Background: an optimization exercise with open tools, aiming at small area, a short achievable clock period and few clock cycles per item. Do not read the settings as production practice. Function was checked by simulation only, so behaviour that the tests miss may differ from the original.

**flow/run.sh**
```bash
#!/bin/bash
# Layout flow: the standard layout (standard.sh, all ORFS steps from
# synthesis to the routed layout), except that the input and output port
# buffers are inserted as sky130_fd_sc_hd__buf_4 rather than the flow's
# default choice. Every port still gets its own buffer.
set -euo pipefail
export BUFFER_PORTS_ARGS="-buffer_cell sky130_fd_sc_hd__buf_4"
bash standard.sh > standard_flow.log 2>&1
```
**standard.sh**
```bash
#!/bin/bash
# synth_recipe.tcl (not shown) runs the flow's synth.tcl, then flattens the netlist and writes it again
# the make line also repeats each setting of config.mk as NAME=value (left out here)
make -C /OpenROAD-flow-scripts/flow DESIGN_CONFIG=/design/flow/config.mk WORK_HOME=/design/flow/orfs CLKGATE_MAP_FILE= SYNTH_SCRIPT=/design/flow/synth_recipe.tcl "${@:-finish}"
```
**config.mk**
```make
export PLATFORM = sky130hd
export DESIGN_NAME = systolic_array_integration
export DESIGN_NICKNAME = systolic_array_integration
export VERILOG_FILES = /design/flow/design.v
export SDC_FILE = /design/flow/constraint.sdc
export NUM_CORES = 4
export LEC_CHECK = 0
export CAP_MARGIN = 70
export CORE_MARGIN = 2
export CORE_UTILIZATION = 60
export CTS_BUF_LIST = sky130_fd_sc_hd__clkbuf_16
export CTS_CLUSTER_DIAMETER = 80
export CTS_CLUSTER_SIZE = 25
export PLACE_DENSITY = 0.75
export SLEW_MARGIN = 70
export SYNTH_HIERARCHICAL = 1
```
**constraint.sdc**
```tcl
create_clock -name core_clock -period 12.0 [get_ports {clk}]
set_input_delay 2.4000 -clock core_clock [delete_from_list [all_inputs] [get_ports {clk}]]
set_output_delay 2.4000 -clock core_clock [all_outputs]
set_load 0.01 [all_outputs]
```
**design.v**
```verilog
module PE (
    input  wire        clk,
    input  wire        reset,
    input  wire [31:0] a_next,  
    input  wire [5:0]  hv_next,  
    input  wire [31:0] w_next,   
    output wire [31:0] a_now,   
    output reg  [31:0] result
);
  wire [15:0] one, two, neg;
  skid_buffer booth (.clk(clk), .en(&hv_next), .w(w_next), .one(one), .two(two), .neg(neg));
  reg  [31:0] a;
  always @(posedge clk) a <= a_next;
  assign a_now = a;
  reg  [31:0] acc0;
  reg  [30:0] acc1;
  reg  [30:0] acc2;
  reg  [9:0] acc_x;
  wire [30:0] ar0 = acc0[30:0];
  wire [30:0] ar1 = acc1;
  wire [30:0] ar2 = acc2;
  wire as31 = acc0[31];
  wire [31:0] pp0 = (({32{one[0]}} & a[31:0]) | ({32{two[0]}} & {a[30:0], 1'b0})) ^ {32{neg[0]}};
  wire [29:0] pp1 = (({30{one[1]}} & a[29:0]) | ({30{two[1]}} & {a[28:0], 1'b0})) ^ {30{neg[1]}};
  wire [27:0] pp2 = (({28{one[2]}} & a[27:0]) | ({28{two[2]}} & {a[26:0], 1'b0})) ^ {28{neg[2]}};
  wire [25:0] pp3 = (({26{one[3]}} & a[25:0]) | ({26{two[3]}} & {a[24:0], 1'b0})) ^ {26{neg[3]}};
  wire [23:0] pp4 = (({24{one[4]}} & a[23:0]) | ({24{two[4]}} & {a[22:0], 1'b0})) ^ {24{neg[4]}};
  wire [21:0] pp5 = (({22{one[5]}} & a[21:0]) | ({22{two[5]}} & {a[20:0], 1'b0})) ^ {22{neg[5]}};
  wire [19:0] pp6 = (({20{one[6]}} & a[19:0]) | ({20{two[6]}} & {a[18:0], 1'b0})) ^ {20{neg[6]}};
  wire [17:0] pp7 = (({18{one[7]}} & a[17:0]) | ({18{two[7]}} & {a[16:0], 1'b0})) ^ {18{neg[7]}};
  wire [15:0] pp8 = (({16{one[8]}} & a[15:0]) | ({16{two[8]}} & {a[14:0], 1'b0})) ^ {16{neg[8]}};
  wire [13:0] pp9 = (({14{one[9]}} & a[13:0]) | ({14{two[9]}} & {a[12:0], 1'b0})) ^ {14{neg[9]}};
  wire [11:0] pp10 = (({12{one[10]}} & a[11:0]) | ({12{two[10]}} & {a[10:0], 1'b0})) ^ {12{neg[10]}};
  wire [9:0] pp11 = (({10{one[11]}} & a[9:0]) | ({10{two[11]}} & {a[8:0], 1'b0})) ^ {10{neg[11]}};
  wire [7:0] pp12 = (({8{one[12]}} & a[7:0]) | ({8{two[12]}} & {a[6:0], 1'b0})) ^ {8{neg[12]}};
  wire [5:0] pp13 = (({6{one[13]}} & a[5:0]) | ({6{two[13]}} & {a[4:0], 1'b0})) ^ {6{neg[13]}};
  wire [3:0] pp14 = (({4{one[14]}} & a[3:0]) | ({4{two[14]}} & {a[2:0], 1'b0})) ^ {4{neg[14]}};
  wire t30 = one[15] & a[0];
  wire t31 = (one[15] & (a[1] ^ (neg[15] & a[0]))) | (two[15] & a[0]);
  wire s1, k2;
  assign {k2, s1} = pp0[18] + pp1[16];
  wire s3, k4;
  assign {k4, s3} = pp0[19] + pp1[17];
  wire s5, k6;
  assign s5 = pp0[20] ^ pp1[18] ^ pp2[16];
  assign k6 = (pp0[20] ^ pp1[18]) ? pp2[16] : pp0[20];
  wire s7, k8;
  assign {k8, s7} = pp3[14] + pp4[12];
  wire s9, k10;
  assign s9 = pp0[21] ^ pp1[19] ^ pp2[17];
  assign k10 = (pp0[21] ^ pp1[19]) ? pp2[17] : pp0[21];
  wire s11, k12;
  assign {k12, s11} = pp3[15] + pp4[13];
  wire s13, k14;
  assign s13 = pp0[22] ^ pp1[20] ^ pp2[18];
  assign k14 = (pp0[22] ^ pp1[20]) ? pp2[18] : pp0[22];
  wire s15, k16;
  assign s15 = pp3[16] ^ pp4[14] ^ pp5[12];
  assign k16 = (pp3[16] ^ pp4[14]) ? pp5[12] : pp3[16];
  wire s17, k18;
  assign {k18, s17} = pp6[10] + pp7[8];
  wire s19, k20;
  assign s19 = pp0[23] ^ pp1[21] ^ pp2[19];
  assign k20 = (pp0[23] ^ pp1[21]) ? pp2[19] : pp0[23];
  wire s21, k22;
  assign s21 = pp3[17] ^ pp4[15] ^ pp5[13];
  assign k22 = (pp3[17] ^ pp4[15]) ? pp5[13] : pp3[17];
  wire s23, k24;
  assign {k24, s23} = pp6[11] + pp7[9];
  wire s25, k26;
  assign s25 = pp0[24] ^ pp1[22] ^ pp2[20];
  assign k26 = (pp0[24] ^ pp1[22]) ? pp2[20] : pp0[24];
  wire s27, k28;
  assign s27 = pp3[18] ^ pp4[16] ^ pp5[14];
  assign k28 = (pp3[18] ^ pp4[16]) ? pp5[14] : pp3[18];
  wire s29, k30;
  assign s29 = pp6[12] ^ pp7[10] ^ pp8[8];
  assign k30 = (pp6[12] ^ pp7[10]) ? pp8[8] : pp6[12];
  wire s31, k32;
  assign {k32, s31} = pp9[6] + pp10[4];
  wire s33, k34;
  assign s33 = pp0[25] ^ pp1[23] ^ pp2[21];
  assign k34 = (pp0[25] ^ pp1[23]) ? pp2[21] : pp0[25];
  wire s35, k36;
  assign s35 = pp3[19] ^ pp4[17] ^ pp5[15];
  assign k36 = (pp3[19] ^ pp4[17]) ? pp5[15] : pp3[19];
  wire s37, k38;
  assign s37 = pp6[13] ^ pp7[11] ^ pp8[9];
  assign k38 = (pp6[13] ^ pp7[11]) ? pp8[9] : pp6[13];
  wire s39, k40;
  assign {k40, s39} = pp9[7] + pp10[5];
  wire s41, k42;
  assign s41 = pp0[26] ^ pp1[24] ^ pp2[22];
  assign k42 = (pp0[26] ^ pp1[24]) ? pp2[22] : pp0[26];
  wire s43, k44;
  assign s43 = pp3[20] ^ pp4[18] ^ pp5[16];
  assign k44 = (pp3[20] ^ pp4[18]) ? pp5[16] : pp3[20];
  wire s45, k46;
  assign s45 = pp6[14] ^ pp7[12] ^ pp8[10];
  assign k46 = (pp6[14] ^ pp7[12]) ? pp8[10] : pp6[14];
  wire s47, k48;
  assign s47 = pp9[8] ^ pp10[6] ^ pp11[4];
  assign k48 = (pp9[8] ^ pp10[6]) ? pp11[4] : pp9[8];
  wire s49, k50;
  assign {k50, s49} = pp12[2] + pp13[0];
  wire s51, k52;
  assign s51 = pp0[27] ^ pp1[25] ^ pp2[23];
  assign k52 = (pp0[27] ^ pp1[25]) ? pp2[23] : pp0[27];
  wire s53, k54;
  assign s53 = pp3[21] ^ pp4[19] ^ pp5[17];
  assign k54 = (pp3[21] ^ pp4[19]) ? pp5[17] : pp3[21];
  wire s55, k56;
  assign s55 = pp6[15] ^ pp7[13] ^ pp8[11];
  assign k56 = (pp6[15] ^ pp7[13]) ? pp8[11] : pp6[15];
  wire s57, k58;
  assign s57 = pp9[9] ^ pp10[7] ^ pp11[5];
  assign k58 = (pp9[9] ^ pp10[7]) ? pp11[5] : pp9[9];
  wire s59, k60;
  assign {k60, s59} = pp12[3] + pp13[1];
  wire s61, k62;
  assign s61 = pp0[28] ^ pp1[26] ^ pp2[24];
  assign k62 = (pp0[28] ^ pp1[26]) ? pp2[24] : pp0[28];
  wire s63, k64;
  assign s63 = pp3[22] ^ pp4[20] ^ pp5[18];
  assign k64 = (pp3[22] ^ pp4[20]) ? pp5[18] : pp3[22];
  wire s65, k66;
  assign s65 = pp6[16] ^ pp7[14] ^ pp8[12];
  assign k66 = (pp6[16] ^ pp7[14]) ? pp8[12] : pp6[16];
  wire s67, k68;
  assign s67 = pp9[10] ^ pp10[8] ^ pp11[6];
  assign k68 = (pp9[10] ^ pp10[8]) ? pp11[6] : pp9[10];
  wire s69, k70;
  assign s69 = pp12[4] ^ pp13[2] ^ pp14[0];
  assign k70 = (pp12[4] ^ pp13[2]) ? pp14[0] : pp12[4];
  wire s71, k72;
  assign {k72, s71} = neg[14] + ar0[28];
  wire s73, k74;
  assign s73 = pp0[29] ^ pp1[27] ^ pp2[25];
  assign k74 = (pp0[29] ^ pp1[27]) ? pp2[25] : pp0[29];
  wire s75, k76;
  assign s75 = pp3[23] ^ pp4[21] ^ pp5[19];
  assign k76 = (pp3[23] ^ pp4[21]) ? pp5[19] : pp3[23];
  wire s77, k78;
  assign s77 = pp6[17] ^ pp7[15] ^ pp8[13];
  assign k78 = (pp6[17] ^ pp7[15]) ? pp8[13] : pp6[17];
  wire s79, k80;
  assign s79 = pp9[11] ^ pp10[9] ^ pp11[7];
  assign k80 = (pp9[11] ^ pp10[9]) ? pp11[7] : pp9[11];
  wire s81, k82;
  assign s81 = pp12[5] ^ pp13[3] ^ pp14[1];
  assign k82 = (pp12[5] ^ pp13[3]) ? pp14[1] : pp12[5];
  wire s83, k84;
  assign {k84, s83} = ar0[29] + ar1[29];
  wire s85, k86;
  assign s85 = pp0[30] ^ pp1[28] ^ pp2[26];
  assign k86 = (pp0[30] ^ pp1[28]) ? pp2[26] : pp0[30];
  wire s87, k88;
  assign s87 = pp3[24] ^ pp4[22] ^ pp5[20];
  assign k88 = (pp3[24] ^ pp4[22]) ? pp5[20] : pp3[24];
  wire s89, k90;
  assign s89 = pp6[18] ^ pp7[16] ^ pp8[14];
  assign k90 = (pp6[18] ^ pp7[16]) ? pp8[14] : pp6[18];
  wire s91, k92;
  assign s91 = pp9[12] ^ pp10[10] ^ pp11[8];
  assign k92 = (pp9[12] ^ pp10[10]) ? pp11[8] : pp9[12];
  wire s93, k94;
  assign s93 = pp12[6] ^ pp13[4] ^ pp14[2];
  assign k94 = (pp12[6] ^ pp13[4]) ? pp14[2] : pp12[6];
  wire s95, k96;
  assign s95 = t30 ^ ar0[30] ^ ar1[30];
  assign k96 = (t30 ^ ar0[30]) ? ar1[30] : t30;
  wire s97, k98;
  assign {k98, s97} = pp0[10] + pp1[8];
  wire s99, k100;
  assign {k100, s99} = pp0[11] + pp1[9];
  wire s101, k102;
  assign {k102, s101} = pp0[12] + pp1[10] + pp2[8];
  wire s103, k104;
  assign {k104, s103} = pp3[6] + pp4[4];
  wire s105, k106;
  assign {k106, s105} = pp0[13] + pp1[11] + pp2[9];
  wire s107, k108;
  assign {k108, s107} = pp3[7] + pp4[5];
  wire s109, k110;
  assign {k110, s109} = pp0[14] + pp1[12] + pp2[10];
  wire s111, k112;
  assign {k112, s111} = pp3[8] + pp4[6] + pp5[4];
  wire s113, k114;
  assign {k114, s113} = pp6[2] + pp7[0];
  wire s115, k116;
  assign {k116, s115} = pp0[15] + pp1[13] + pp2[11];
  wire s117, k118;
  assign {k118, s117} = pp3[9] + pp4[7] + pp5[5];
  wire s119, k120;
  assign {k120, s119} = pp6[3] + pp7[1];
  wire s121, k122;
  assign {k122, s121} = pp0[16] + pp1[14] + pp2[12];
  wire s123, k124;
  assign {k124, s123} = pp3[10] + pp4[8] + pp5[6];
  wire s125, k126;
  assign {k126, s125} = pp6[4] + pp7[2] + pp8[0];
  wire s127, k128;
  assign {k128, s127} = neg[8] + ar0[16];
  wire s129, k130;
  assign {k130, s129} = pp0[17] + pp1[15] + pp2[13];
  wire s131, k132;
  assign {k132, s131} = pp3[11] + pp4[9] + pp5[7];
  wire s133, k134;
  assign {k134, s133} = pp6[5] + pp7[3] + pp8[1];
  wire s135, k136;
  assign {k136, s135} = ar0[17] + ar1[17];
  wire s137, k138;
  assign {k138, s137} = s1 + pp2[14] + pp3[12];
  wire s139, k140;
  assign {k140, s139} = pp4[10] + pp5[8] + pp6[6];
  wire s141, k142;
  assign {k142, s141} = pp7[4] + pp8[2] + pp9[0];
  wire s143, k144;
  assign {k144, s143} = neg[9] + ar0[18] + ar1[18];
  wire s145, k146;
  assign {k146, s145} = s3 + pp2[15] + pp3[13];
  wire s147, k148;
  assign {k148, s147} = pp4[11] + pp5[9] + pp6[7];
  wire s149, k150;
  assign {k150, s149} = pp7[5] + pp8[3] + pp9[1];
  wire s151, k152;
  assign {k152, s151} = ar0[19] + ar1[19] + ar2[19];
  wire s153, k154;
  assign {k154, s153} = s5 + s7 + pp5[10];
  wire s155, k156;
  assign {k156, s155} = pp6[8] + pp7[6] + pp8[4];
  wire s157, k158;
  assign {k158, s157} = pp9[2] + pp10[0] + neg[10];
  wire s159, k160;
  assign {k160, s159} = ar0[20] + ar1[20] + ar2[20];
  wire s161, k162;
  assign {k162, s161} = s9 + s11 + pp5[11];
  wire s163, k164;
  assign {k164, s163} = pp6[9] + pp7[7] + pp8[5];
  wire s165, k166;
  assign {k166, s165} = pp9[3] + pp10[1] + ar0[21];
  wire s167, k168;
  assign {k168, s167} = ar1[21] + ar2[21] + k6;
  wire s169, k170;
  assign {k170, s169} = s13 + s15 + s17;
  wire s171, k172;
  assign {k172, s171} = pp8[6] + pp9[4] + pp10[2];
  wire s173, k174;
  assign {k174, s173} = pp11[0] + neg[11] + ar0[22];
  wire s175, k176;
  assign {k176, s175} = ar1[22] + ar2[22] + k10;
  wire s177, k178;
  assign {k178, s177} = s19 + s21 + s23;
  wire s179, k180;
  assign {k180, s179} = pp8[7] + pp9[5] + pp10[3];
  wire s181, k182;
  assign {k182, s181} = pp11[1] + ar0[23] + ar1[23];
  wire s183, k184;
  assign {k184, s183} = ar2[23] + k14 + k16;
  wire s185, k186;
  assign {k186, s185} = s25 + s27 + s29;
  wire s187, k188;
  assign {k188, s187} = s31 + pp11[2] + pp12[0];
  wire s189, k190;
  assign {k190, s189} = neg[12] + ar0[24] + ar1[24];
  wire s191, k192;
  assign {k192, s191} = ar2[24] + k20 + k22;
  wire s193, k194;
  assign {k194, s193} = s33 + s35 + s37;
  wire s195, k196;
  assign {k196, s195} = s39 + pp11[3] + pp12[1];
  wire s197, k198;
  assign {k198, s197} = ar0[25] + ar1[25] + ar2[25];
  wire s199, k200;
  assign {k200, s199} = k26 + k28 + k30;
  wire s201, k202;
  assign {k202, s201} = s41 + s43 + s45;
  wire s203, k204;
  assign {k204, s203} = s47 + s49 + neg[13];
  wire s205, k206;
  assign {k206, s205} = ar0[26] + ar1[26] + ar2[26];
  wire s207, k208;
  assign {k208, s207} = k34 + k36 + k38;
  wire s209, k210;
  assign {k210, s209} = s51 + s53 + s55;
  wire s211, k212;
  assign {k212, s211} = s57 + s59 + ar0[27];
  wire s213, k214;
  assign {k214, s213} = ar1[27] + ar2[27] + k42;
  wire s215, k216;
  assign {k216, s215} = k44 + k46 + k48;
  wire s217, k218;
  assign {k218, s217} = s61 + s63 + s65;
  wire s219, k220;
  assign {k220, s219} = s67 + s69 + s71;
  wire s221, k222;
  assign {k222, s221} = ar1[28] + ar2[28] + k52;
  wire s223, k224;
  assign {k224, s223} = k54 + k56 + k58;
  wire s225, k226;
  assign {k226, s225} = s73 + s75 + s77;
  wire s227, k228;
  assign {k228, s227} = s79 + s81 + s83;
  wire s229, k230;
  assign {k230, s229} = ar2[29] + k62 + k64;
  wire s231, k232;
  assign {k232, s231} = k66 + k68 + k70;
  wire s233, k234;
  assign {k234, s233} = s85 + s87 + s89;
  wire s235, k236;
  assign {k236, s235} = s91 + s93 + s95;
  wire s237, k238;
  assign {k238, s237} = ar2[30] + k74 + k76;
  wire s239, k240;
  assign {k240, s239} = k78 + k80 + k82;
  wire s241, k242;
  assign {k242, s241} = pp0[4] + pp1[2];
  wire s243, k244;
  assign {k244, s243} = pp0[5] + pp1[3];
  wire s245, k246;
  assign {k246, s245} = pp0[6] + pp1[4] + pp2[2];
  wire s247, k248;
  assign {k248, s247} = pp3[0] + neg[3];
  wire s249, k250;
  assign {k250, s249} = pp0[7] + pp1[5] + pp2[3];
  wire s251, k252;
  assign {k252, s251} = pp3[1] + ar0[7];
  wire s253, k254;
  assign {k254, s253} = pp0[8] + pp1[6] + pp2[4];
  wire s255, k256;
  assign {k256, s255} = pp3[2] + pp4[0] + neg[4];
  wire s257, k258;
  assign {k258, s257} = ar0[8] + ar1[8];
  wire s259, k260;
  assign {k260, s259} = pp0[9] + pp1[7] + pp2[5];
  wire s261, k262;
  assign {k262, s261} = pp3[3] + pp4[1] + ar0[9];
  wire s263, k264;
  assign {k264, s263} = ar1[9] + ar2[9];
  wire s265, k266;
  assign {k266, s265} = s97 + pp2[6] + pp3[4];
  wire s267, k268;
  assign {k268, s267} = pp4[2] + pp5[0] + neg[5];
  wire s269, k270;
  assign {k270, s269} = ar0[10] + ar1[10] + ar2[10];
  wire s271, k272;
  assign {k272, s271} = s99 + pp2[7] + pp3[5];
  wire s273, k274;
  assign {k274, s273} = pp4[3] + pp5[1] + ar0[11];
  wire s275, k276;
  assign {k276, s275} = ar1[11] + ar2[11] + k98;
  wire s277, k278;
  assign {k278, s277} = s101 + s103 + pp5[2];
  wire s279, k280;
  assign {k280, s279} = pp6[0] + neg[6] + ar0[12];
  wire s281, k282;
  assign {k282, s281} = ar1[12] + ar2[12] + k100;
  wire s283, k284;
  assign {k284, s283} = s105 + s107 + pp5[3];
  wire s285, k286;
  assign {k286, s285} = pp6[1] + ar0[13] + ar1[13];
  wire s287, k288;
  assign {k288, s287} = ar2[13] + k102 + k104;
  wire s289, k290;
  assign {k290, s289} = s109 + s111 + s113;
  wire s291, k292;
  assign {k292, s291} = neg[7] + ar0[14] + ar1[14];
  wire s293, k294;
  assign {k294, s293} = ar2[14] + k106 + k108;
  wire s295, k296;
  assign {k296, s295} = s115 + s117 + s119;
  wire s297, k298;
  assign {k298, s297} = ar0[15] + ar1[15] + ar2[15];
  wire s299, k300;
  assign {k300, s299} = k110 + k112 + k114;
  wire s301, k302;
  assign {k302, s301} = s121 + s123 + s125;
  wire s303, k304;
  assign {k304, s303} = s127 + ar1[16] + ar2[16];
  wire s305, k306;
  assign {k306, s305} = k116 + k118 + k120;
  wire s307, k308;
  assign {k308, s307} = s129 + s131 + s133;
  wire s309, k310;
  assign {k310, s309} = s135 + ar2[17] + k122;
  wire s311, k312;
  assign {k312, s311} = k124 + k126 + k128;
  wire s313, k314;
  assign {k314, s313} = s137 + s139 + s141;
  wire s315, k316;
  assign {k316, s315} = s143 + ar2[18] + k130;
  wire s317, k318;
  assign {k318, s317} = k132 + k134 + k136;
  wire s319, k320;
  assign {k320, s319} = s145 + s147 + s149;
  wire s321, k322;
  assign {k322, s321} = s151 + k2 + k138;
  wire s323, k324;
  assign {k324, s323} = k140 + k142 + k144;
  wire s325, k326;
  assign {k326, s325} = s153 + s155 + s157;
  wire s327, k328;
  assign {k328, s327} = s159 + k4 + k146;
  wire s329, k330;
  assign {k330, s329} = k148 + k150 + k152;
  wire s331, k332;
  assign {k332, s331} = s161 + s163 + s165;
  wire s333, k334;
  assign {k334, s333} = s167 + k8 + k154;
  wire s335, k336;
  assign {k336, s335} = k156 + k158 + k160;
  wire s337, k338;
  assign {k338, s337} = s169 + s171 + s173;
  wire s339, k340;
  assign {k340, s339} = s175 + k12 + k162;
  wire s341, k342;
  assign {k342, s341} = k164 + k166 + k168;
  wire s343, k344;
  assign {k344, s343} = s177 + s179 + s181;
  wire s345, k346;
  assign {k346, s345} = s183 + k18 + k170;
  wire s347, k348;
  assign {k348, s347} = k172 + k174 + k176;
  wire s349, k350;
  assign {k350, s349} = s185 + s187 + s189;
  wire s351, k352;
  assign {k352, s351} = s191 + k24 + k178;
  wire s353, k354;
  assign {k354, s353} = k180 + k182 + k184;
  wire s355, k356;
  assign {k356, s355} = s193 + s195 + s197;
  wire s357, k358;
  assign {k358, s357} = s199 + k32 + k186;
  wire s359, k360;
  assign {k360, s359} = k188 + k190 + k192;
  wire s361, k362;
  assign {k362, s361} = s201 + s203 + s205;
  wire s363, k364;
  assign {k364, s363} = s207 + k40 + k194;
  wire s365, k366;
  assign {k366, s365} = k196 + k198 + k200;
  wire s367, k368;
  assign {k368, s367} = s209 + s211 + s213;
  wire s369, k370;
  assign {k370, s369} = s215 + k50 + k202;
  wire s371, k372;
  assign {k372, s371} = k204 + k206 + k208;
  wire s373, k374;
  assign {k374, s373} = s217 + s219 + s221;
  wire s375, k376;
  assign {k376, s375} = s223 + k60 + k210;
  wire s377, k378;
  assign {k378, s377} = k212 + k214 + k216;
  wire s379, k380;
  assign {k380, s379} = s225 + s227 + s229;
  wire s381, k382;
  assign {k382, s381} = s231 + k72 + k218;
  wire s383, k384;
  assign {k384, s383} = k220 + k222 + k224;
  wire s385, k386;
  assign {k386, s385} = s233 + s235 + s237;
  wire s387, k388;
  assign {k388, s387} = s239 + k84 + k226;
  wire s389, k390;
  assign {k390, s389} = k228 + k230 + k232;
  wire s391, k392;
  assign {k392, s391} = pp0[0] + neg[0];
  wire s393, k394;
  assign {k394, s393} = pp0[1] + ar0[1];
  wire s395, k396;
  assign {k396, s395} = pp0[2] + pp1[0] + neg[1];
  wire s397, k398;
  assign {k398, s397} = ar0[2] + ar1[2];
  wire s399, k400;
  assign {k400, s399} = pp0[3] + pp1[1] + ar0[3];
  wire s401, k402;
  assign {k402, s401} = ar1[3] + ar2[3];
  wire s403, k404;
  assign {k404, s403} = s241 + pp2[0] + neg[2];
  wire s405, k406;
  assign {k406, s405} = ar0[4] + ar1[4] + ar2[4];
  wire s407, k408;
  assign {k408, s407} = s243 + pp2[1] + ar0[5];
  wire s409, k410;
  assign {k410, s409} = ar1[5] + ar2[5] + k242;
  wire s411, k412;
  assign {k412, s411} = s245 + s247 + ar0[6];
  wire s413, k414;
  assign {k414, s413} = ar1[6] + ar2[6] + k244;
  wire s415, k416;
  assign {k416, s415} = s249 + s251 + ar1[7];
  wire s417, k418;
  assign {k418, s417} = ar2[7] + k246 + k248;
  wire s419, k420;
  assign {k420, s419} = s253 + s255 + s257;
  wire s421, k422;
  assign {k422, s421} = ar2[8] + k250 + k252;
  wire s423, k424;
  assign {k424, s423} = s259 + s261 + s263;
  wire s425, k426;
  assign {k426, s425} = k254 + k256 + k258;
  wire s427, k428;
  assign {k428, s427} = s265 + s267 + s269;
  wire s429, k430;
  assign {k430, s429} = k260 + k262 + k264;
  wire s431, k432;
  assign {k432, s431} = s271 + s273 + s275;
  wire s433, k434;
  assign {k434, s433} = k266 + k268 + k270;
  wire s435, k436;
  assign {k436, s435} = s277 + s279 + s281;
  wire s437, k438;
  assign {k438, s437} = k272 + k274 + k276;
  wire s439, k440;
  assign {k440, s439} = s283 + s285 + s287;
  wire s441, k442;
  assign {k442, s441} = k278 + k280 + k282;
  wire s443, k444;
  assign {k444, s443} = s289 + s291 + s293;
  wire s445, k446;
  assign {k446, s445} = k284 + k286 + k288;
  wire s447, k448;
  assign {k448, s447} = s295 + s297 + s299;
  wire s449, k450;
  assign {k450, s449} = k290 + k292 + k294;
  wire s451, k452;
  assign {k452, s451} = s301 + s303 + s305;
  wire s453, k454;
  assign {k454, s453} = k296 + k298 + k300;
  wire s455, k456;
  assign {k456, s455} = s307 + s309 + s311;
  wire s457, k458;
  assign {k458, s457} = k302 + k304 + k306;
  wire s459, k460;
  assign {k460, s459} = s313 + s315 + s317;
  wire s461, k462;
  assign {k462, s461} = k308 + k310 + k312;
  wire s463, k464;
  assign {k464, s463} = s319 + s321 + s323;
  wire s465, k466;
  assign {k466, s465} = k314 + k316 + k318;
  wire s467, k468;
  assign {k468, s467} = s325 + s327 + s329;
  wire s469, k470;
  assign {k470, s469} = k320 + k322 + k324;
  wire s471, k472;
  assign {k472, s471} = s331 + s333 + s335;
  wire s473, k474;
  assign {k474, s473} = k326 + k328 + k330;
  wire s475, k476;
  assign {k476, s475} = s337 + s339 + s341;
  wire s477, k478;
  assign {k478, s477} = k332 + k334 + k336;
  wire s479, k480;
  assign {k480, s479} = s343 + s345 + s347;
  wire s481, k482;
  assign {k482, s481} = k338 + k340 + k342;
  wire s483, k484;
  assign {k484, s483} = s349 + s351 + s353;
  wire s485, k486;
  assign {k486, s485} = k344 + k346 + k348;
  wire s487, k488;
  assign {k488, s487} = s355 + s357 + s359;
  wire s489, k490;
  assign {k490, s489} = k350 + k352 + k354;
  wire s491, k492;
  assign {k492, s491} = s361 + s363 + s365;
  wire s493, k494;
  assign {k494, s493} = k356 + k358 + k360;
  wire s495, k496;
  assign {k496, s495} = s367 + s369 + s371;
  wire s497, k498;
  assign {k498, s497} = k362 + k364 + k366;
  wire s499, k500;
  assign {k500, s499} = s373 + s375 + s377;
  wire s501, k502;
  assign {k502, s501} = k368 + k370 + k372;
  wire s503, k504;
  assign {k504, s503} = s379 + s381 + s383;
  wire s505, k506;
  assign {k506, s505} = k374 + k376 + k378;
  wire s507, k508;
  assign {k508, s507} = s385 + s387 + s389;
  wire s509, k510;
  assign {k510, s509} = k380 + k382 + k384;
  wire s511, k512;
  assign {k512, s511} = s391 + ar0[0];
  wire s513, k514;
  assign s513 = s393 ^ ar1[1] ^ ar2[1];
  assign k514 = (s393 ^ ar1[1]) ? ar2[1] : s393;
  wire s515, k516;
  assign s515 = s395 ^ s397 ^ ar2[2];
  assign k516 = (s395 ^ s397) ? ar2[2] : s395;
  wire s517, k518;
  assign s517 = s399 ^ s401 ^ k396;
  assign k518 = (s399 ^ s401) ? k396 : s399;
  wire s519, k520;
  assign s519 = s403 ^ s405 ^ k400;
  assign k520 = (s403 ^ s405) ? k400 : s403;
  wire s521, k522;
  assign s521 = s407 ^ s409 ^ k404;
  assign k522 = (s407 ^ s409) ? k404 : s407;
  wire s523, k524;
  assign s523 = s411 ^ s413 ^ k408;
  assign k524 = (s411 ^ s413) ? k408 : s411;
  wire s525, k526;
  assign s525 = s415 ^ s417 ^ k412;
  assign k526 = (s415 ^ s417) ? k412 : s415;
  wire s527, k528;
  assign s527 = s419 ^ s421 ^ k416;
  assign k528 = (s419 ^ s421) ? k416 : s419;
  wire s529, k530;
  assign s529 = s423 ^ s425 ^ k420;
  assign k530 = (s423 ^ s425) ? k420 : s423;
  wire s531, k532;
  assign s531 = s427 ^ s429 ^ k424;
  assign k532 = (s427 ^ s429) ? k424 : s427;
  wire s533, k534;
  assign s533 = s431 ^ s433 ^ k428;
  assign k534 = (s431 ^ s433) ? k428 : s431;
  wire s535, k536;
  assign s535 = s435 ^ s437 ^ k432;
  assign k536 = (s435 ^ s437) ? k432 : s435;
  wire s537, k538;
  assign s537 = s439 ^ s441 ^ k436;
  assign k538 = (s439 ^ s441) ? k436 : s439;
  wire s539, k540;
  assign s539 = s443 ^ s445 ^ k440;
  assign k540 = (s443 ^ s445) ? k440 : s443;
  wire s541, k542;
  assign s541 = s447 ^ s449 ^ k444;
  assign k542 = (s447 ^ s449) ? k444 : s447;
  wire s543, k544;
  assign s543 = s451 ^ s453 ^ k448;
  assign k544 = (s451 ^ s453) ? k448 : s451;
  wire s545, k546;
  assign s545 = s455 ^ s457 ^ k452;
  assign k546 = (s455 ^ s457) ? k452 : s455;
  wire s547, k548;
  assign s547 = s459 ^ s461 ^ k456;
  assign k548 = (s459 ^ s461) ? k456 : s459;
  wire s549, k550;
  assign s549 = s463 ^ s465 ^ k460;
  assign k550 = (s463 ^ s465) ? k460 : s463;
  wire s551, k552;
  assign s551 = s467 ^ s469 ^ k464;
  assign k552 = (s467 ^ s469) ? k464 : s467;
  wire s553, k554;
  assign s553 = s471 ^ s473 ^ k468;
  assign k554 = (s471 ^ s473) ? k468 : s471;
  wire s555, k556;
  assign s555 = s475 ^ s477 ^ k472;
  assign k556 = (s475 ^ s477) ? k472 : s475;
  wire s557, k558;
  assign s557 = s479 ^ s481 ^ k476;
  assign k558 = (s479 ^ s481) ? k476 : s479;
  wire s559, k560;
  assign s559 = s483 ^ s485 ^ k480;
  assign k560 = (s483 ^ s485) ? k480 : s483;
  wire s561, k562;
  assign s561 = s487 ^ s489 ^ k484;
  assign k562 = (s487 ^ s489) ? k484 : s487;
  wire s563, k564;
  assign s563 = s491 ^ s493 ^ k488;
  assign k564 = (s491 ^ s493) ? k488 : s491;
  wire s565, k566;
  assign s565 = s495 ^ s497 ^ k492;
  assign k566 = (s495 ^ s497) ? k492 : s495;
  wire s567, k568;
  assign s567 = s499 ^ s501 ^ k496;
  assign k568 = (s499 ^ s501) ? k496 : s499;
  wire s569, k570;
  assign s569 = s503 ^ s505 ^ k500;
  assign k570 = (s503 ^ s505) ? k500 : s503;
  wire s571, k572;
  assign s571 = s507 ^ s509 ^ k504;
  assign k572 = (s507 ^ s509) ? k504 : s507;
  wire top = pp0[31] ^ pp1[29] ^ pp2[27] ^ pp3[25] ^ pp4[23] ^ pp5[21] ^ pp6[19] ^ pp7[17] ^ pp8[15] ^ pp9[13] ^ pp10[11] ^ pp11[9] ^ pp12[7] ^ pp13[5] ^ pp14[3] ^ t31 ^ as31 ^ k86 ^ k88 ^ k90 ^ k92 ^ k94 ^ k96 ^ acc_x[0] ^ acc_x[1] ^ acc_x[2] ^ acc_x[3] ^ acc_x[4] ^ acc_x[5] ^ acc_x[6] ^ acc_x[7] ^ acc_x[8] ^ acc_x[9];
  wire [31:0] nxt0 = {top, s571, s569, s567, s565, s563, s561, s559, s557, s555, s553, s551, s549, s547, s545, s543, s541, s539, s537, s535, s533, s531, s529, s527, s525, s523, s521, s519, s517, s515, s513, s511};
  wire [30:0] nxt1 = {k506, k502, k498, k494, k490, k486, k482, k478, k474, k470, k466, k462, k458, k454, k450, k446, k442, k438, k434, k430, k426, k422, k418, k414, k410, k406, k402, k398, k394, k392, ar1[0]};
  wire [30:0] nxt2 = {k570, k568, k566, k564, k562, k560, k558, k556, k554, k552, k550, k548, k546, k544, k542, k540, k538, k536, k534, k532, k530, k528, k526, k524, k522, k520, k518, k516, k514, k512, ar2[0]};
  wire [9:0] nxt_x = {k572, k510, k508, k390, k388, k386, k240, k238, k236, k234};
  always @(posedge clk or posedge reset) begin
    if (reset) begin
      acc0  <= 32'd0;
      acc1  <= 31'd0;
      acc2  <= 31'd0;
      acc_x <= 10'd0;
    end else begin
      acc0  <= nxt0;
      acc1  <= nxt1;
      acc2  <= nxt2;
      acc_x <= nxt_x;
    end
  end
  wire [31:0] u0 = acc0;
  wire [31:0] u1 = {^acc_x, acc1};
  wire [31:0] u2 = {1'b0, acc2};
  wire [31:0] ra = u0 ^ u1 ^ u2;
  wire [31:0] rb = {((u0[30:0] & u1[30:0]) | (u0[30:0] & u2[30:0]) | (u1[30:0] & u2[30:0])), 1'b0};
  wire [31:0] rg = ra & rb;
  wire [31:0] rp = ra ^ rb;
  wire cg1 = rg[1] | (rp[1] & rg[0]);
  wire cg2 = rg[3] | (rp[3] & rg[2]);
  wire cp2 = rp[3] & rp[2];
  wire cg3 = rg[5] | (rp[5] & rg[4]);
  wire cp3 = rp[5] & rp[4];
  wire cg4 = rg[7] | (rp[7] & rg[6]);
  wire cp4 = rp[7] & rp[6];
  wire cg5 = rg[9] | (rp[9] & rg[8]);
  wire cp5 = rp[9] & rp[8];
  wire cg6 = rg[11] | (rp[11] & rg[10]);
  wire cp6 = rp[11] & rp[10];
  wire cg7 = rg[13] | (rp[13] & rg[12]);
  wire cp7 = rp[13] & rp[12];
  wire cg8 = rg[15] | (rp[15] & rg[14]);
  wire cp8 = rp[15] & rp[14];
  wire cg9 = rg[17] | (rp[17] & rg[16]);
  wire cp9 = rp[17] & rp[16];
  wire cg10 = rg[19] | (rp[19] & rg[18]);
  wire cp10 = rp[19] & rp[18];
  wire cg11 = rg[21] | (rp[21] & rg[20]);
  wire cp11 = rp[21] & rp[20];
  wire cg12 = rg[23] | (rp[23] & rg[22]);
  wire cp12 = rp[23] & rp[22];
  wire cg13 = rg[25] | (rp[25] & rg[24]);
  wire cp13 = rp[25] & rp[24];
  wire cg14 = rg[27] | (rp[27] & rg[26]);
  wire cp14 = rp[27] & rp[26];
  wire cg15 = rg[29] | (rp[29] & rg[28]);
  wire cp15 = rp[29] & rp[28];
  wire cg16 = rg[31] | (rp[31] & rg[30]);
  wire cg17 = rg[2] | (rp[2] & cg1);
  wire cp17 = rp[2] & rp[1];
  wire cg18 = cg2 | (cp2 & cg1);
  wire cp18 = cp2 & rp[1];
  wire cg19 = rg[6] | (rp[6] & cg3);
  wire cp19 = rp[6] & cp3;
  wire cg20 = cg4 | (cp4 & cg3);
  wire cp20 = cp4 & cp3;
  wire cg21 = rg[10] | (rp[10] & cg5);
  wire cp21 = rp[10] & cp5;
  wire cg22 = cg6 | (cp6 & cg5);
  wire cp22 = cp6 & cp5;
  wire cg23 = rg[14] | (rp[14] & cg7);
  wire cp23 = rp[14] & cp7;
  wire cg24 = cg8 | (cp8 & cg7);
  wire cp24 = cp8 & cp7;
  wire cg25 = rg[18] | (rp[18] & cg9);
  wire cp25 = rp[18] & cp9;
  wire cg26 = cg10 | (cp10 & cg9);
  wire cp26 = cp10 & cp9;
  wire cg27 = rg[22] | (rp[22] & cg11);
  wire cp27 = rp[22] & cp11;
  wire cg28 = cg12 | (cp12 & cg11);
  wire cp28 = cp12 & cp11;
  wire cg29 = rg[26] | (rp[26] & cg13);
  wire cp29 = rp[26] & cp13;
  wire cg30 = cg14 | (cp14 & cg13);
  wire cp30 = cp14 & cp13;
  wire cg31 = rg[30] | (rp[30] & cg15);
  wire cp31 = rp[30] & cp15;
  wire cg32 = cg16 | (rp[31] & cg15);
  wire cg33 = rg[4] | (rp[4] & cg18);
  wire cp33 = rp[4] & cp18;
  wire cg34 = cg3 | (cp3 & cg18);
  wire cp34 = cp3 & cp18;
  wire cg35 = cg19 | (cp19 & cg18);
  wire cp35 = cp19 & cp18;
  wire cg36 = cg20 | (cp20 & cg18);
  wire cp36 = cp20 & cp18;
  wire cg37 = rg[12] | (rp[12] & cg22);
  wire cp37 = rp[12] & cp22;
  wire cg38 = cg7 | (cp7 & cg22);
  wire cp38 = cp7 & cp22;
  wire cg39 = cg23 | (cp23 & cg22);
  wire cp39 = cp23 & cp22;
  wire cg40 = cg24 | (cp24 & cg22);
  wire cp40 = cp24 & cp22;
  wire cg41 = rg[20] | (rp[20] & cg26);
  wire cp41 = rp[20] & cp26;
  wire cg42 = cg11 | (cp11 & cg26);
  wire cp42 = cp11 & cp26;
  wire cg43 = cg27 | (cp27 & cg26);
  wire cp43 = cp27 & cp26;
  wire cg44 = cg28 | (cp28 & cg26);
  wire cp44 = cp28 & cp26;
  wire cg45 = rg[28] | (rp[28] & cg30);
  wire cp45 = rp[28] & cp30;
  wire cg46 = cg15 | (cp15 & cg30);
  wire cp46 = cp15 & cp30;
  wire cg47 = cg31 | (cp31 & cg30);
  wire cp47 = cp31 & cp30;
  wire cg48 = cg32 | (rp[31] & cg30);
  wire cg49 = rg[8] | (rp[8] & cg36);
  wire cp49 = rp[8] & cp36;
  wire cg50 = cg5 | (cp5 & cg36);
  wire cp50 = cp5 & cp36;
  wire cg51 = cg21 | (cp21 & cg36);
  wire cp51 = cp21 & cp36;
  wire cg52 = cg22 | (cp22 & cg36);
  wire cp52 = cp22 & cp36;
  wire cg53 = cg37 | (cp37 & cg36);
  wire cp53 = cp37 & cp36;
  wire cg54 = cg38 | (cp38 & cg36);
  wire cp54 = cp38 & cp36;
  wire cg55 = cg39 | (cp39 & cg36);
  wire cp55 = cp39 & cp36;
  wire cg56 = cg40 | (cp40 & cg36);
  wire cp56 = cp40 & cp36;
  wire cg57 = rg[24] | (rp[24] & cg44);
  wire cp57 = rp[24] & cp44;
  wire cg58 = cg13 | (cp13 & cg44);
  wire cp58 = cp13 & cp44;
  wire cg59 = cg29 | (cp29 & cg44);
  wire cp59 = cp29 & cp44;
  wire cg60 = cg30 | (cp30 & cg44);
  wire cp60 = cp30 & cp44;
  wire cg61 = cg45 | (cp45 & cg44);
  wire cp61 = cp45 & cp44;
  wire cg62 = cg46 | (cp46 & cg44);
  wire cp62 = cp46 & cp44;
  wire cg63 = cg47 | (cp47 & cg44);
  wire cp63 = cp47 & cp44;
  wire cg64 = cg48 | (rp[31] & cg44);
  wire cg65 = rg[16] | (rp[16] & cg56);
  wire cp65 = rp[16] & cp56;
  wire cg66 = cg9 | (cp9 & cg56);
  wire cp66 = cp9 & cp56;
  wire cg67 = cg25 | (cp25 & cg56);
  wire cp67 = cp25 & cp56;
  wire cg68 = cg26 | (cp26 & cg56);
  wire cp68 = cp26 & cp56;
  wire cg69 = cg41 | (cp41 & cg56);
  wire cp69 = cp41 & cp56;
  wire cg70 = cg42 | (cp42 & cg56);
  wire cp70 = cp42 & cp56;
  wire cg71 = cg43 | (cp43 & cg56);
  wire cp71 = cp43 & cp56;
  wire cg72 = cg44 | (cp44 & cg56);
  wire cp72 = cp44 & cp56;
  wire cg73 = cg57 | (cp57 & cg56);
  wire cp73 = cp57 & cp56;
  wire cg74 = cg58 | (cp58 & cg56);
  wire cp74 = cp58 & cp56;
  wire cg75 = cg59 | (cp59 & cg56);
  wire cp75 = cp59 & cp56;
  wire cg76 = cg60 | (cp60 & cg56);
  wire cp76 = cp60 & cp56;
  wire cg77 = cg61 | (cp61 & cg56);
  wire cp77 = cp61 & cp56;
  wire cg78 = cg62 | (cp62 & cg56);
  wire cp78 = cp62 & cp56;
  wire cg79 = cg63 | (cp63 & cg56);
  wire cp79 = cp63 & cp56;
  wire cg80 = cg64 | (rp[31] & cg56);
  wire [31:0] sum = rp ^ {cg79, cg78, cg77, cg76, cg75, cg74, cg73, cg72, cg71, cg70, cg69, cg68, cg67, cg66, cg65, cg56, cg55, cg54, cg53, cg52, cg51, cg50, cg49, cg36, cg35, cg34, cg33, cg18, cg17, cg1, rg[0], 1'b0};
  always @(posedge clk) result <= sum;
endmodule
module skid_buffer (
    input  wire        clk,
    input  wire        en,
    input  wire [31:0] w,
    output reg  [15:0] one,
    output reg  [15:0] two,
    output reg  [15:0] neg
);
    wire [32:0] wx = {w, 1'b0};
    integer i;
    always @(posedge clk) begin
        for (i = 0; i < 16; i = i + 1) begin
            one[i] <= en & (wx[2*i+1] ^ wx[2*i]);
            two[i] <= en & ((wx[2*i+2] & ~wx[2*i+1] & ~wx[2*i]) | (~wx[2*i+2] & wx[2*i+1] & wx[2*i]));
            neg[i] <= wx[2*i+2] & ~(wx[2*i+1] & wx[2*i]);
        end
    end
endmodule
module sync_fifo #(
    parameter OWN_HEAD = 1
) (
    input  wire        clk,
    input  wire        reset,
    input  wire        s_valid,
    output wire        s_ready,
    input  wire [31:0] s_data,
    input  wire        pop_next,    
    output wire        hv_next,
    output wire        hold,
    output wire [31:0] head_next,
    input  wire [31:0] head_in
);
    reg [1:0]  taken;    
    reg        full;     
    reg [1:0]  n;        
    reg        pop;      
    reg [31:0] q1, q2;
    wire [31:0] q0;          
    assign s_ready = ~full;
    wire       push   = s_valid & (taken != 2'd3);    
    wire [1:0] m      = n - {1'b0, pop};    
    wire [1:0] n_next = m + {1'b0, push};
    assign hold      = n[1] | (n[0] & ~pop);    
    assign hv_next   = push | hold;              
    assign head_next = (push && m == 2'd0) ? s_data : (pop ? q1 : q0);
    always @(posedge clk or posedge reset) begin
        if (reset) begin
            taken <= 2'd0;
            full  <= 1'b0;
            n     <= 2'd0;
            pop   <= 1'b0;
        end else begin
            if (push) taken <= taken + 2'd1;
            full  <= (taken == 2'd3) | (push & (taken == 2'd2));
            n <= n_next;
            pop <= pop_next;
        end
    end
    generate
        if (OWN_HEAD) begin : own
            reg [31:0] h;
            always @(posedge clk) h <= head_next;
            assign q0 = h;
        end else begin : ext
            assign q0 = head_in;
        end
    endgenerate
    always @(posedge clk) begin
        if (push && m == 2'd1)  q1 <= s_data;
        else if (pop)           q1 <= q2;
        if (push && m == 2'd2)  q2 <= s_data;
    end
endmodule
module systolic_array_integration #(
    parameter DATA_WIDTH = 32,
    parameter M = 3
) (
    input  wire clk,
    input  wire reset,
    input  wire start,
    input  wire [M-1:0]              s_valid_w,
    output wire [M-1:0]              s_ready_w,
    input  wire [M*DATA_WIDTH-1:0]   s_data_w,
    input  wire [M-1:0]              s_valid_a,
    output wire [M-1:0]              s_ready_a,
    input  wire [M*DATA_WIDTH-1:0]   s_data_a,
    output wire [M*M*DATA_WIDTH-1:0] result_out,
    output reg done
);
    wire [M-1:0] hvn_w, hvn_a;
    wire [M-1:0] hold_unused_w, hold_unused_a;
    wire [31:0]  hn_w [0:M-1];    
    wire [31:0]  hn_a [0:M-1];
    wire [31:0]  ha   [0:M-1];    
    wire [5:0]   hv_cell = {hvn_w, hvn_a} & {6{~reset}};
    reg  [1:0] step;       
    reg        fire;       
    reg        started;
    genvar i, j;
    generate
        for (i = 0; i < M; i = i + 1) begin : lane
            sync_fifo #(.OWN_HEAD(1)) wq (
                .clk(clk), .reset(reset),
                .s_valid(s_valid_w[i]), .s_ready(s_ready_w[i]),
                .s_data(s_data_w[i*32 +: 32]),
                .pop_next(&hv_cell), .hv_next(hvn_w[i]), .hold(hold_unused_w[i]),
                .head_next(hn_w[i]), .head_in(32'd0));
            sync_fifo #(.OWN_HEAD(0)) aq (
                .clk(clk), .reset(reset),
                .s_valid(s_valid_a[i]), .s_ready(s_ready_a[i]),
                .s_data(s_data_a[i*32 +: 32]),
                .pop_next(&hv_cell), .hv_next(hvn_a[i]), .hold(hold_unused_a[i]),
                .head_next(hn_a[i]), .head_in(ha[i]));
        end
        for (i = 0; i < M; i = i + 1) begin : row
            for (j = 0; j < M; j = j + 1) begin : col
                wire [31:0] a_now;
                PE pe_unit (
                    .clk(clk), .reset(reset),
                    .a_next(hn_a[i]),
                    .hv_next(hv_cell), .w_next(hn_w[j]),
                    .a_now(a_now),
                    .result(result_out[(i*M+j)*32 +: 32]));
                if (j == 0) begin : head
                    assign ha[i] = a_now;
                end
            end
        end
    endgenerate
    always @(posedge clk or posedge reset) begin
        if (reset) begin
            step    <= 2'd0;
            fire    <= 1'b0;
            started <= 1'b0;
            done    <= 1'b0;
        end else begin
            fire <= &hv_cell;
            if (fire) step <= step + 2'd1;
            if (start) started <= 1'b1;
            if ((start | started) && step == 2'd3)
                done <= 1'b1;
        end
    end
endmodule
```
==> results of run 1 <==
-- per-stage QoR --
| step | std cells | hold slack, ns | instance area, um^2 |
|---|---|---|---|
| 6_report | 22367 | 0.383 | 212000 |
| 5_1_grt | 22356 | 0.395 | 212000 |
| 4_1_cts | 22268 | 0.386 | 211000 |
| 3_5_place_dp | 21977 | 0.365 | 205000 |
| 3_3_place_gp | 21871 | 0.363 | 201000 |
| 2_1_floorplan | 18019 | 0.353 | 194000 |
-- area by class of cell --
class                           instances  area (um^2)
Clock buffer                          165         4130
Inverter                             1813         6870
Tap cell                             4325         5410
Clock inverter                        126         1480
Sequential cell                      2447        58500
Fill cell                           24995       111000
Antenna cell                           50          125
Timing Repair Buffer                  990         9580
Multi-Input combinational cell      12451       126000
-- worst min path at each step --
stage / to / start / slack [ns]
6_report: row[0].col[0].pe_unit.result[0] / row[0].col[0].pe_unit.acc0[0] / 0.38
3_3_place_gp: row[0].col[0].pe_unit.result[0] / row[0].col[0].pe_unit.acc0[0] / 0.36
2_1_floorplan: row[0].col[0].pe_unit.result[0] / row[0].col[0].pe_unit.acc0[0] / 0.35
3_5_place_dp: row[1].col[0].pe_unit.result[0] / row[1].col[0].pe_unit.acc0[0] / 0.36
4_1_cts: row[0].col[0].pe_unit.result[0] / row[0].col[0].pe_unit.acc0[0] / 0.39
5_1_grt: row[0].col[0].pe_unit.result[0] / row[0].col[0].pe_unit.acc0[0] / 0.40
-- critical path: stages, from the launching register on --
cell and delay, ns:
dfrtp_1 0.40, inv_2 0.22, buf_4 0.18
-- routing by layer --
metal	up-vias	share of wire
li1	59406	-
met1	69463	0.37
met2	8660	0.44
met3	2226	0.12
met4	8	0.075
met5	-	0.000097
-- registers in the layout, summed over array words and instances, names as in the netlist, 144 cells and up --
signal,count
row.col.pe_unit.a,288
row.col.pe_unit.acc0,288
row.col.pe_unit.result,288
row.col.pe_unit.acc1,270
row.col.pe_unit.acc2,270
row.col.pe_unit.booth.neg,144
row.col.pe_unit.booth.one,144
row.col.pe_unit.booth.two,144
==> summary.md, run 1 <==
| Metric | Value |
|---|---|
| Area of the core | 0.323 mm^2 |
| Period minus WS final | 4.15 ns |
| Num CTS Buffers | 158 |
| Die Ht | 573 um |
| Routed wire per std cell | 26.8 um |
| Detail Route Antenna Nets | 0 |
| Pre-antenna DRT Iters | 10 |
| Met1 Use GR | 0.468 |
| Worst-margin pin slew | 0.512 ns |
| Nets | 20.6k |
| Reg2reg end | row[0].col[1].pe_unit.acc2[28] |
| Initial antenna violation count | 74 |
| Latest clock arrival within the worst-skew pair | 0.96 ns |
| Util after Layout | 0.656 |
| First-pass GRT wire length | 903,000 um |
| Hold-fix buffers, CTS | 0 |
| Vias in the first global route | 143k |
| Total GRT Usage | 0.361 |
| CP endpoint | s_ready_a[2] |
| Commonest non-fill, non-tap cell in the layout | xnor2_1 |
| Die X-Extent | 573 um |
| CP required | 9.60 ns |
| Cts repair resizes | 0 |
| CP startpoint | lane[2].aq.full |
| DRC Markers | 0 |
| RSZ-0062 raised after global routing | false |
| Met3 Use GR | 0.0927 |
| Dpl ws | 7.50 ns |
| Ports | 496 |
| Hold depth | 0 |
| Initial DRC count | 16.1k |
| Slew HR | 0.659 |
| Most frequent cells in the layout | xnor2_1 (2,393), a22oi_1 (2,294), fa_1 (1,881), inv_1 (1,841), xor2_1 (1,691) |
| Peak fanout along the critical path | 1 |
| Share of layout cells above drive strength 1 | 0.117 |
| Post-synthesis net count | 20.8k |
| Worst min-delay path class | reg -> reg |
| Depth of the CTS H-tree | 4 |
| Hold Violations, Final | 0 |
| Clock Path Buffers | 4 |
| Worst reg-to-reg path cell count | 10 |
| Via count | 140k |
| Root Driver | clkbuf_16 |
| CTS tree | built |
| PortBufs | 495 |
| Maxcap violations | 0 |
| Critical Path AT | 1.75 ns |
| Grt met2 use | 0.545 |
| Area grow syn2layout | 9.00% |
| Synth warn | 11 |
| Mapped cell area | 0.194 mm^2 |
| Final global-route overflow total | 0 |
| Critical Setup Path Class | reg -> out |
| Row count | 209 |
| Gp weighted congestion | 0.986 |
| Post-DP HPWL | 434,000 um |
| Die Footprint | 0.329 mm^2 |
| Max frequency | 0.241 GHz |
| Startpoint type of the worst setup path | register |
| GR peak layer | met2 |
| Via/cell ratio | 6.25 |
| Final period util | 0.346 |
| WL final | 599,000 um |
| Register-to-register setup slack | 8.08 ns |
| Starting Density | 0.602 |
| Largest net degree at the start of global routing | 65 |
| Postcts setup bufs | 0 |
| Setup WS post-layout | 7.85 ns |
| CTS sink cnt | 2,447 |
| Final Slew Violations | 0 |
| # setup viols final | 0 |
| R2R Path Start | row[0].col[1].pe_unit.booth.two[0] |
| Post-Synthesis Cells | 18.0k |
| Final setup TNS | 0 ns |
| Worst-path clk slew | 0.09 ns |
| Mean Syn Cell Area | 10.8 um^2 |
| Clock Skew | 0.0588 ns |
| Status | finished clean |
| CP Capture Type | output port |
Testbench counts, summed over its fixed seeds: cycles 3,360, items 480.
==> run 2: changes to the inputs <==
--- a/design.v
+++ b/design.v
@@ -892,3 +892,3 @@
     reg [1:0]  taken;    
-    reg        full;     
+    reg        ready;    
     reg [1:0]  n;        
@@ -897,3 +897,3 @@
     wire [31:0] q0;          
-    assign s_ready = ~full;
+    assign s_ready = ready;
     wire       push   = s_valid & (taken != 2'd3);    
@@ -907,3 +907,3 @@
             taken <= 2'd0;
-            full  <= 1'b0;
+            ready <= 1'b1;
             n     <= 2'd0;
@@ -912,3 +912,3 @@
             if (push) taken <= taken + 2'd1;
-            full  <= (taken == 2'd3) | (push & (taken == 2'd2));
+            ready <= ~((taken == 2'd3) | (push & (taken == 2'd2)));
             n <= n_next;
==> flow/run.sh (replaced) <==
#!/bin/bash
# Layout flow: the standard layout (standard.sh: the ORFS steps from
# synthesis to the routed layout) with two changes to how it is built:
#  - the input and output port buffers are inserted as
#    sky130_fd_sc_hd__buf_4 rather than the flow's default choice (every port
#    still gets its own buffer);
#  - after placement, the registers that drive output ports (results, lane
#    ready flags, done) are given drive strength 4 of the same cell type
#    (flow/upsize.tcl); the clock-tree step then legalizes the placement.
set -euo pipefail
export BUFFER_PORTS_ARGS="-buffer_cell sky130_fd_sc_hd__buf_4"
bash standard.sh place > standard_place.log 2>&1
PLACE_ODB="$PWD/orfs/results/sky130hd/systolic_array_integration/base/3_place.odb" \
  openroad -no_init -exit flow/upsize.tcl > upsize.log 2>&1
bash standard.sh > standard_finish.log 2>&1
==> flow/upsize.tcl (new file) <==
# Give the registers that drive output ports a stronger drive strength (same
# cell type): the result registers, the lane ready registers and done. They
# drive long wires to their port buffers. Runs on the placed design; the
# clock-tree step that follows legalizes the placement again.
set odb $::env(PLACE_ODB)
read_db $odb
set db [ord::get_db]
set block [ord::get_db_block]
set swaps {
  sky130_fd_sc_hd__dfxtp_1 sky130_fd_sc_hd__dfxtp_4
  sky130_fd_sc_hd__dfxtp_2 sky130_fd_sc_hd__dfxtp_4
  sky130_fd_sc_hd__dfstp_1 sky130_fd_sc_hd__dfstp_4
  sky130_fd_sc_hd__dfstp_2 sky130_fd_sc_hd__dfstp_4
  sky130_fd_sc_hd__dfrtp_1 sky130_fd_sc_hd__dfrtp_4
  sky130_fd_sc_hd__dfrtp_2 sky130_fd_sc_hd__dfrtp_4
}
set n 0
foreach inst [$block getInsts] {
  set name [$inst getName]
  if {[string first "pe_unit.result" $name] < 0 && [string first ".ready" $name] < 0 && [string first "done" $name] != 0} { continue }
  set m [[$inst getMaster] getName]
  if {![dict exists $swaps $m]} { continue }
  set new [$db findMaster [dict get $swaps $m]]
  if {$new eq "NULL" || $new eq ""} { continue }
  if {[$inst swapMaster $new]} { incr n; puts "upsized $name $m -> [dict get $swaps $m]" }
}
puts "upsized $n registers"
write_db $odb
==> run 2 against run 1 <==
Compared with the run above:
- hold slack worse by 0.011 ns
- highest routed layer unchanged
- sequential cell count unchanged
- critical path type unchanged
- largest cell class unchanged
- first-iteration DRC count down 0.22%
==> summary.md, run 2 <==
| Metric | Value |
|---|---|
| Status | finished clean |
| Cts repair resizes | 0 (unchanged) |
| Die X-Extent | 573 um (about the same) |
| Post-DP Area | 0.205 mm^2 (about the same) |
| Die Footprint | 0.329 mm^2 (about the same) |
| Mean Syn Cell Area | 10.8 um^2 (+0.22%) |
| Area grow syn2layout | 9.25% |
| Multi-input gate area | 0.126 mm^2 (+0.18%) |
| Final instance area | 0.213 mm^2 (+0.32%) |
| Worst-path clk slew | 0.10 ns (about the same) |
| Largest net degree at the start of global routing | 65 (unchanged) |
| Hold-fix buffers, CTS | 0 (unchanged) |
| Top Family by Delay on Critical Path | flip-flops |
| CP max stage cell | dfstp_4 |
| Synth warn | 11 (unchanged) |
| DRC Markers | 0 (unchanged) |
| WL final | 578,000 um (-3.4%) |
| Worst min-delay path class | reg -> reg |
| Latest clock arrival within the worst-skew pair | 0.94 ns (-0.02 ns) |
| Final setup TNS | 0 ns (unchanged) |
| Pre-antenna DRT Iters | 7 (-3) |
| CP Capture Type | output port |
| Maxcap violations | 0 (unchanged) |
| Depth of the CTS H-tree | 4 (unchanged) |
| Final Slew Violations | 0 (unchanged) |
| Worst Path Buf+Inv | 1 (-1) |
| Sequential Area | 0.0595 mm^2 (+1.7%) |
| Commonest non-fill, non-tap cell in the layout | xnor2_1 |
| Row count | 209 (unchanged) |
| Num CTS Buffers | 159 (+0.63%) |
| Post-synthesis net count | 20.8k (-0.12%) |
| Gp weighted congestion | 0.970 (-1.7%) |
| Critical hold path startpoint | row[1].col[2].pe_unit.acc0[0] |
| Max frequency | 0.239 GHz (-0.87%) |
| Non-filler cells, final | 22.3k (-0.16%) |
| Clock Path Buffers | 4 (unchanged) |
| Area of the core | 0.323 mm^2 (about the same) |
| CP required | 9.60 ns (about the same) |
| Nets | 20.6k (-0.12%) |
| Critical Path AT | 1.79 ns (+0.04 ns) |
| Util after Layout | 0.657 (+0.00154) |
| Crit-path cells | buf_4 |
| Period minus WS final | 4.19 ns (+0.0365 ns) |
| Root Driver | clkbuf_16 |
| Clock Skew | 0.0556 ns (-0.00313 ns) |
| Peak fanout along the critical path | 1 (unchanged) |
| Post-Synthesis Cells | 18.0k (-0.13%) |
| CTS tree | built |
| Detail Route Antenna Nets | 0 (unchanged) |
| Total GRT Usage | 0.350 (-0.0118) |
| Dpl ws | 7.16 ns (-0.334 ns) |
| Starting Density | 0.602 (about the same) |
| CP startpoint | lane[1].aq.ready |
| Via count | 137k (-1.7%) |
| Vias in the first global route | 142k (-1.1%) |
| Mapped cell area | 0.195 mm^2 (about the same) |
| Ports | 496 (unchanged) |
| Layout fillers | 25.0k (+0.032%) |
| Initial DRC count | 16.1k (-0.22%) |
| Crit-path max cell delay | 0.70 ns (+0.30 ns) |
| RSZ-0062 raised after global routing | false |
| Share of layout cells above drive strength 1 | 0.132 (+0.0146) |
| Via/cell ratio | 6.15 (-1.5%) |
| Critical Setup Path Class | reg -> out |
| WHS | 0.372 ns (-0.0111 ns) |
| Routed wire per std cell | 25.9 um (-3.3%) |
| Hold Violations, Final | 0 (unchanged) |
| Setup WS post-layout | 7.81 ns (-0.0365 ns) |
| Initial antenna violation count | 56 (-24%) |
| # setup viols final | 0 (unchanged) |
| CTS sink cnt | 2,447 (unchanged) |
| Final global-route overflow total | 0 (unchanged) |
| Worst-margin pin slew | 0.491 ns (-0.0208 ns) |
| R2R Path Start | row[1].col[1].pe_unit.booth.one[0] |
| Die Ht | 573 um (about the same) |
| PortBufs | 495 (unchanged) |
| Final period util | 0.349 (+0.00304) |
| Placed instance count | 22.0k (+0.0046%) |
| Postcts setup bufs | 0 (unchanged) |
| Largest regs | row.col.pe_unit.a: 288 flops, row.col.pe_unit.acc0: 288 flops, row.col.pe_unit.result: 288 flops |
| First-pass GRT wire length | 877,000 um (-2.9%) |
| Post-DP HPWL | 421,000 um (-2.9%) |
| Slew HR | 0.670 (+0.0115) |
| Most frequent cells in the layout | xnor2_1 (2,423), a22oi_1 (2,295), fa_1 (1,881), inv_1 (1,820), xor2_1 (1,654) |
| Startpoint type of the worst setup path | register |
==> run 2: cell types whose count changed in the layout (fill, tap and decap cells not counted), moves of 19 or more <==
cell	before	now
dfxtp_1	761	509
dfxtp_4	156	421
buf_4	748	777
a21oi_1	169	141
xnor2_1	2393	2423
xor2_1	1691	1654
inv_1	1841	1820
o21ai_0	210	229
==> run 2: final cells by class <==
type / instances / area share
Inverter: 1798 / 0.0321
Clock buffer: 162 / 0.0191
Sequential cell: 2447 / 0.280
Multi-Input combinational cell: 12442 / 0.593
Clock inverter: 129 / 0.00667
Tap cell: 4325 / 0.0255
Antenna cell: 41 / 0.000483
Timing Repair Buffer: 988 / 0.0434
==> run 2: worst paths after layout <==
| kind | cells past startpoint | slack (ns) | endpoint |
|---|---|---|---|
| worst min-delay path | 0 | 0.37 | row[1].col[2].pe_unit.result[0] |
| worst max-delay path | 1 | 7.81 | s_ready_a[1] |
| worst min register to register | 0 | 0.37 | row[1].col[2].pe_unit.result[0] |
| min in group asynchronous | 2 | 1.58 | lane[2].aq.taken[1] |
| worst max register to register | 10 | 8.00 | row[1].col[1].pe_unit.acc2[24] |
| max in group asynchronous | 7 | 9.03 | row[0].col[1].pe_unit.acc1[12] |
==> run 2: routing by layer <==
layer  vias up  track usage  share of wire
li1      59341            -              -
met3      1839       0.0924           0.11
met1     68352        0.464           0.39
met4        24        0.198          0.066
met2      7876        0.519           0.43
met5         -      0.00319        0.00044
Testbench counts of run 2, summed over its fixed seeds: cycles 3,360, items 480.

==> separate check: timing with driven ports <==
The flow's constraints put no driver on any port. The routed layouts listed below were extracted and timed again, unchanged, in two steps. Step 1: set_driving_cell puts a clkbuf_16 on clk and a buf_2 on each other input, an assumption about the parent block. Step 2 moves the port delays by t, midway between the first and last clock arrival at a register: inputs arrive t later, outputs are due t later. That takes back most of the time a late clock gives input paths. Slacks: no drivers / after step 1 / after step 2; pairs: no drivers / after step 1.
| run | t, ns | setup slack, ns | latest minus earliest clock arrival (ns) |
|---|---|---|---|
| run 1 | 1.042 | 7.849 / 7.739 / 7.334 | 0.063 / 0.063 |
| run 2 | 1.034 | 7.813 / 7.698 / 6.928 | 0.063 / 0.063 |
After both steps every run listed still meets setup and hold. The setup slack of run 2, which loses most, moves by -0.115 ns with the drivers and by -0.885 ns with both steps.
